What follows belongs to an exercise in optimizing a design on an open flow for small area, a short achievable clock period and few clock cycles per item; a production flow would make more cautious choices. At most, simulation tests tie the RTL to the original design; equivalence was not proved.

==> module unidad_math, before the edit <==
module unidad_math (
    input  logic        clk,
    input  logic        rst_n,
    input  logic        start,
    input  logic [1:0]  op,        
    input  logic [15:0] a,
    input  logic [15:0] b,
    output logic [31:0] result,
    output logic        done
);
    logic [31:0] R;       
    logic [15:0] A;       
    logic        f_mul, f_div, f_sq, f_bcd;    
    logic [2:0]  cnt;
    logic        busy;
    logic [18:0] X, P, Q2, Q3, S1, S2, S3, cs_s, cs_c;
    logic        sub;
    assign sub = f_div | f_sq;
    always_comb begin
        X = {3'b000, R[31:16]};
        if (f_div) X = {1'b0, R[31:14]};
        if (f_sq)  X = {8'd0, R[22:16], A[15:12]};
    end
    always_comb begin
        if (f_sq) begin
            P  = ~{8'd0, R[7:0], 3'b001};
            Q2 = ~{7'd0, R[7:0], 4'b0100};
            Q3 = ~{7'd0, R[7:0], 4'b1000};
        end else if (f_div) begin
            P  = {3'b111, A};
            Q2 = {2'b11, A, 1'b1};
            Q3 = {2'b11, A, 1'b1};
        end else begin
            P  = {3'b000, A & {16{R[0]}}};
            Q2 = {2'b00, A & {16{R[1]}}, 1'b0};
            Q3 = {2'b00, A & {16{R[1]}}, 1'b0};
        end
    end
    assign S1   = X + P  + {18'd0, sub};
    assign S2   = X + Q2 + {18'd0, sub};
    assign cs_s = X ^ P ^ Q3;
    assign cs_c = {((X[17:0] & P[17:0]) | (X[17:0] & Q3[17:0]) | (P[17:0] & Q3[17:0])), sub};
    assign S3   = cs_s + cs_c + {18'd0, sub};
    logic [1:0]  d_q;
    logic [15:0] d_r;
    always_comb begin
        if (!S3[18])      begin d_q = 2'd3; d_r = S3[15:0]; end
        else if (!S2[18]) begin d_q = 2'd2; d_r = S2[15:0]; end
        else if (!S1[18]) begin d_q = 2'd1; d_r = S1[15:0]; end
        else              begin d_q = 2'd0; d_r = X[15:0];  end
    end
    function automatic logic [3:0] add3(input logic [3:0] d);
        logic ge5;
        ge5 = d[3] | (d[2] & (d[1] | d[0]));
        add3 = {ge5,
                (d[2] & ~d[1] & ~d[0]) | (d[3] & d[0]),
                (~d[2] & d[1]) | (d[1] & d[0]) | (d[3] & ~d[0]),
                d[0] ^ ge5};
    endfunction
    function automatic logic [19:0] dabble(input logic [19:0] d, input logic bit_in);
        dabble = {d[18:16], add3(d[15:12]), add3(d[11:8]), add3(d[7:4]), add3(d[3:0]), bit_in};
    endfunction
    logic [19:0] b_d;
    always_comb begin
        b_d = R[19:0];
        for (int i = 0; i < 4; i++) b_d = dabble(b_d, A[15 - i]);
    end
    logic [1:0] l_dq, l_dr;
    always_comb begin
        l_dq = 2'd0; l_dr = a[15:14];
        if (b[15:2] == 14'd0)
            case (b[1:0])
                2'd0: begin l_dq = 2'd3;              l_dr = a[15:14]; end
                2'd1: begin l_dq = a[15:14];          l_dr = 2'd0; end
                2'd2: begin l_dq = {1'b0, a[15]};     l_dr = {1'b0, a[14]}; end
                default: begin l_dq = {1'b0, &a[15:14]}; l_dr = &a[15:14] ? 2'd0 : a[15:14]; end
            endcase
    end
    logic [1:0] l_sq;
    logic [2:0] l_sr;
    always_comb begin
        if (a[15:12] >= 4'd9)      begin l_sq = 2'd3; l_sr = 3'(a[15:12] - 4'd9); end
        else if (a[15:12] >= 4'd4) begin l_sq = 2'd2; l_sr = 3'(a[15:12] - 4'd4); end
        else if (a[15:12] >= 4'd1) begin l_sq = 2'd1; l_sr = 3'(a[15:12] - 4'd1); end
        else                       begin l_sq = 2'd0; l_sr = 3'd0; end
    end
    logic [3:0] l_b;
    assign l_b = add3({1'b0, a[15:13]});
    always_ff @(posedge clk) begin
        if (!rst_n) begin
            busy <= 1'b0;
            done <= 1'b0;
        end else begin
            done <= busy && !start && cnt == 3'd0;
            if (start)              busy <= 1'b1;
            else if (cnt == 3'd0)   busy <= 1'b0;
        end
    end
    always_ff @(posedge clk) begin
        cnt <= cnt - 3'd1;
        if (start) begin
            f_mul <= op == 2'd0;
            f_div <= op == 2'd1;
            f_sq  <= op == 2'd2;
            f_bcd <= op == 2'd3;
            case (op)
                2'd0: begin R <= {16'd0, b};                    A <= a;               cnt <= 3'd7; end
                2'd1: begin R <= {14'd0, l_dr, a[13:0], l_dq};  A <= ~b;              cnt <= 3'd6; end
                2'd2: begin R <= {13'd0, l_sr, 14'd0, l_sq};    A <= {a[11:0], 4'd0}; cnt <= 3'd2; end
                default: begin R <= {27'd0, l_b, a[12]};        A <= {a[11:0], 4'd0}; cnt <= 3'd2; end
            endcase
        end else begin
            if (f_mul)      R <= {S3[17:0], R[15:2]};
            else if (f_div) R <= {d_r, R[13:0], d_q};
            else if (f_sq)  R <= {9'd0, (cnt == 3'd0) ? 7'd0 : d_r[6:0], 8'd0, R[5:0], d_q};
            else            R <= {12'd0, b_d};
            if (f_sq | f_bcd) A <= {A[11:0], 4'd0};
        end
    end
    assign result = R;
endmodule
clock: 8.0 ns
lec_check: 0
abc_area: 1
cap_margin: 20
core_margin: 2
core_utilization: 60
place_density: 0.72
setup_slack_margin: 4
slew_margin: 20
standard.sh (not shown) runs the stock make flow with config.mk's settings and CLKGATE_MAP_FILE= SYNTH_SCRIPT=/design/flow/synth_recipe.tcl, a recipe that flattens the netlist after the stock synthesis.
==> flow/flow/run.sh <==
#!/bin/bash
# The standard layout, with the port buffers as plain buf_4 cells instead of
# the delay-cell buffers buffer_ports picks by default.
set -euo pipefail
export BUFFER_PORTS_ARGS="-buffer_cell sky130_fd_sc_hd__buf_4"
bash standard.sh > standard.log 2>&1
Testbench counts at the start, summed over its fixed seeds: cycles 134,524, items 16,000.
Next try:
--- a/flow/design.v
+++ b/flow/design.v
@@ -61,11 +61,11 @@
         dabble = {d[18:16], add3(d[15:12]), add3(d[11:8]), add3(d[7:4]), add3(d[3:0]), bit_in};
     endfunction
     logic [19:0] b_d;
     always_comb begin
         b_d = R[19:0];
-        for (int i = 0; i < 4; i++) b_d = dabble(b_d, A[15 - i]);
+        for (int i = 0; i < 6; i++) b_d = dabble(b_d, A[15 - i]);
     end
     logic [1:0] l_dq, l_dr;
     always_comb begin
         l_dq = 2'd0; l_dr = a[15:14];
         if (b[15:2] == 14'd0)
@@ -105,17 +105,18 @@
             f_bcd <= op == 2'd3;
             case (op)
                 2'd0: begin R <= {16'd0, b};                    A <= a;               cnt <= 3'd7; end
                 2'd1: begin R <= {14'd0, l_dr, a[13:0], l_dq};  A <= ~b;              cnt <= 3'd6; end
                 2'd2: begin R <= {13'd0, l_sr, 14'd0, l_sq};    A <= {a[11:0], 4'd0}; cnt <= 3'd2; end
-                default: begin R <= {27'd0, l_b, a[12]};        A <= {a[11:0], 4'd0}; cnt <= 3'd2; end
+                default: begin R <= {27'd0, l_b, a[12]};        A <= {a[11:0], 4'd0}; cnt <= 3'd1; end
             endcase
         end else begin
             if (f_mul)      R <= {S3[17:0], R[15:2]};
             else if (f_div) R <= {d_r, R[13:0], d_q};
             else if (f_sq)  R <= {9'd0, (cnt == 3'd0) ? 7'd0 : d_r[6:0], 8'd0, R[5:0], d_q};
             else            R <= {12'd0, b_d};
-            if (f_sq | f_bcd) A <= {A[11:0], 4'd0};
+            if (f_sq)       A <= {A[11:0], 4'd0};
+            else if (f_bcd) A <= {A[9:0], 6'd0};
         end
     end
     assign result = R;
 endmodule
Effect: The new run went through all stages and came out clean; worst hold slack gets better by 0.0064 ns; cell area came out higher by about 4.7%; synthesized cell count came out higher by 5.8%; fmax came out lower by 5.4%; global-route usage came out lower by 1.4 points.
No functional check of the RTL was part of the second run of this note.

[separate check: timing with driven ports]
Ports are ideal in the flow. The routed layouts listed here were re-timed in OpenROAD. Step 1 sets driving cells, clkbuf_16 on the clock port and buf_2 on the other inputs (assumed; they add their load-dependent delay and slew). Step 2 times the ports against the registers' clock, not the clock port: input delays grow and output delays shrink by t, the midpoint of the rising clock arrivals with the driver on. Three values: no drivers, after step 1, after step 2; two values: the first two.
run | t, ns | setup slack, ns | worst setup path after step 2 | clock arrival spread, ns | worst register clock-pin slew, ns
the first run | 0.378 | 3.982 / 3.982 / 3.982 | register to register | 0.006 / 0.006 | 0.06 / 0.06
the second run | 0.382 | 3.754 / 3.754 / 3.754 | register to register | 0.008 / 0.009 | 0.06 / 0.06
After both steps setup and hold are still met in every run listed.
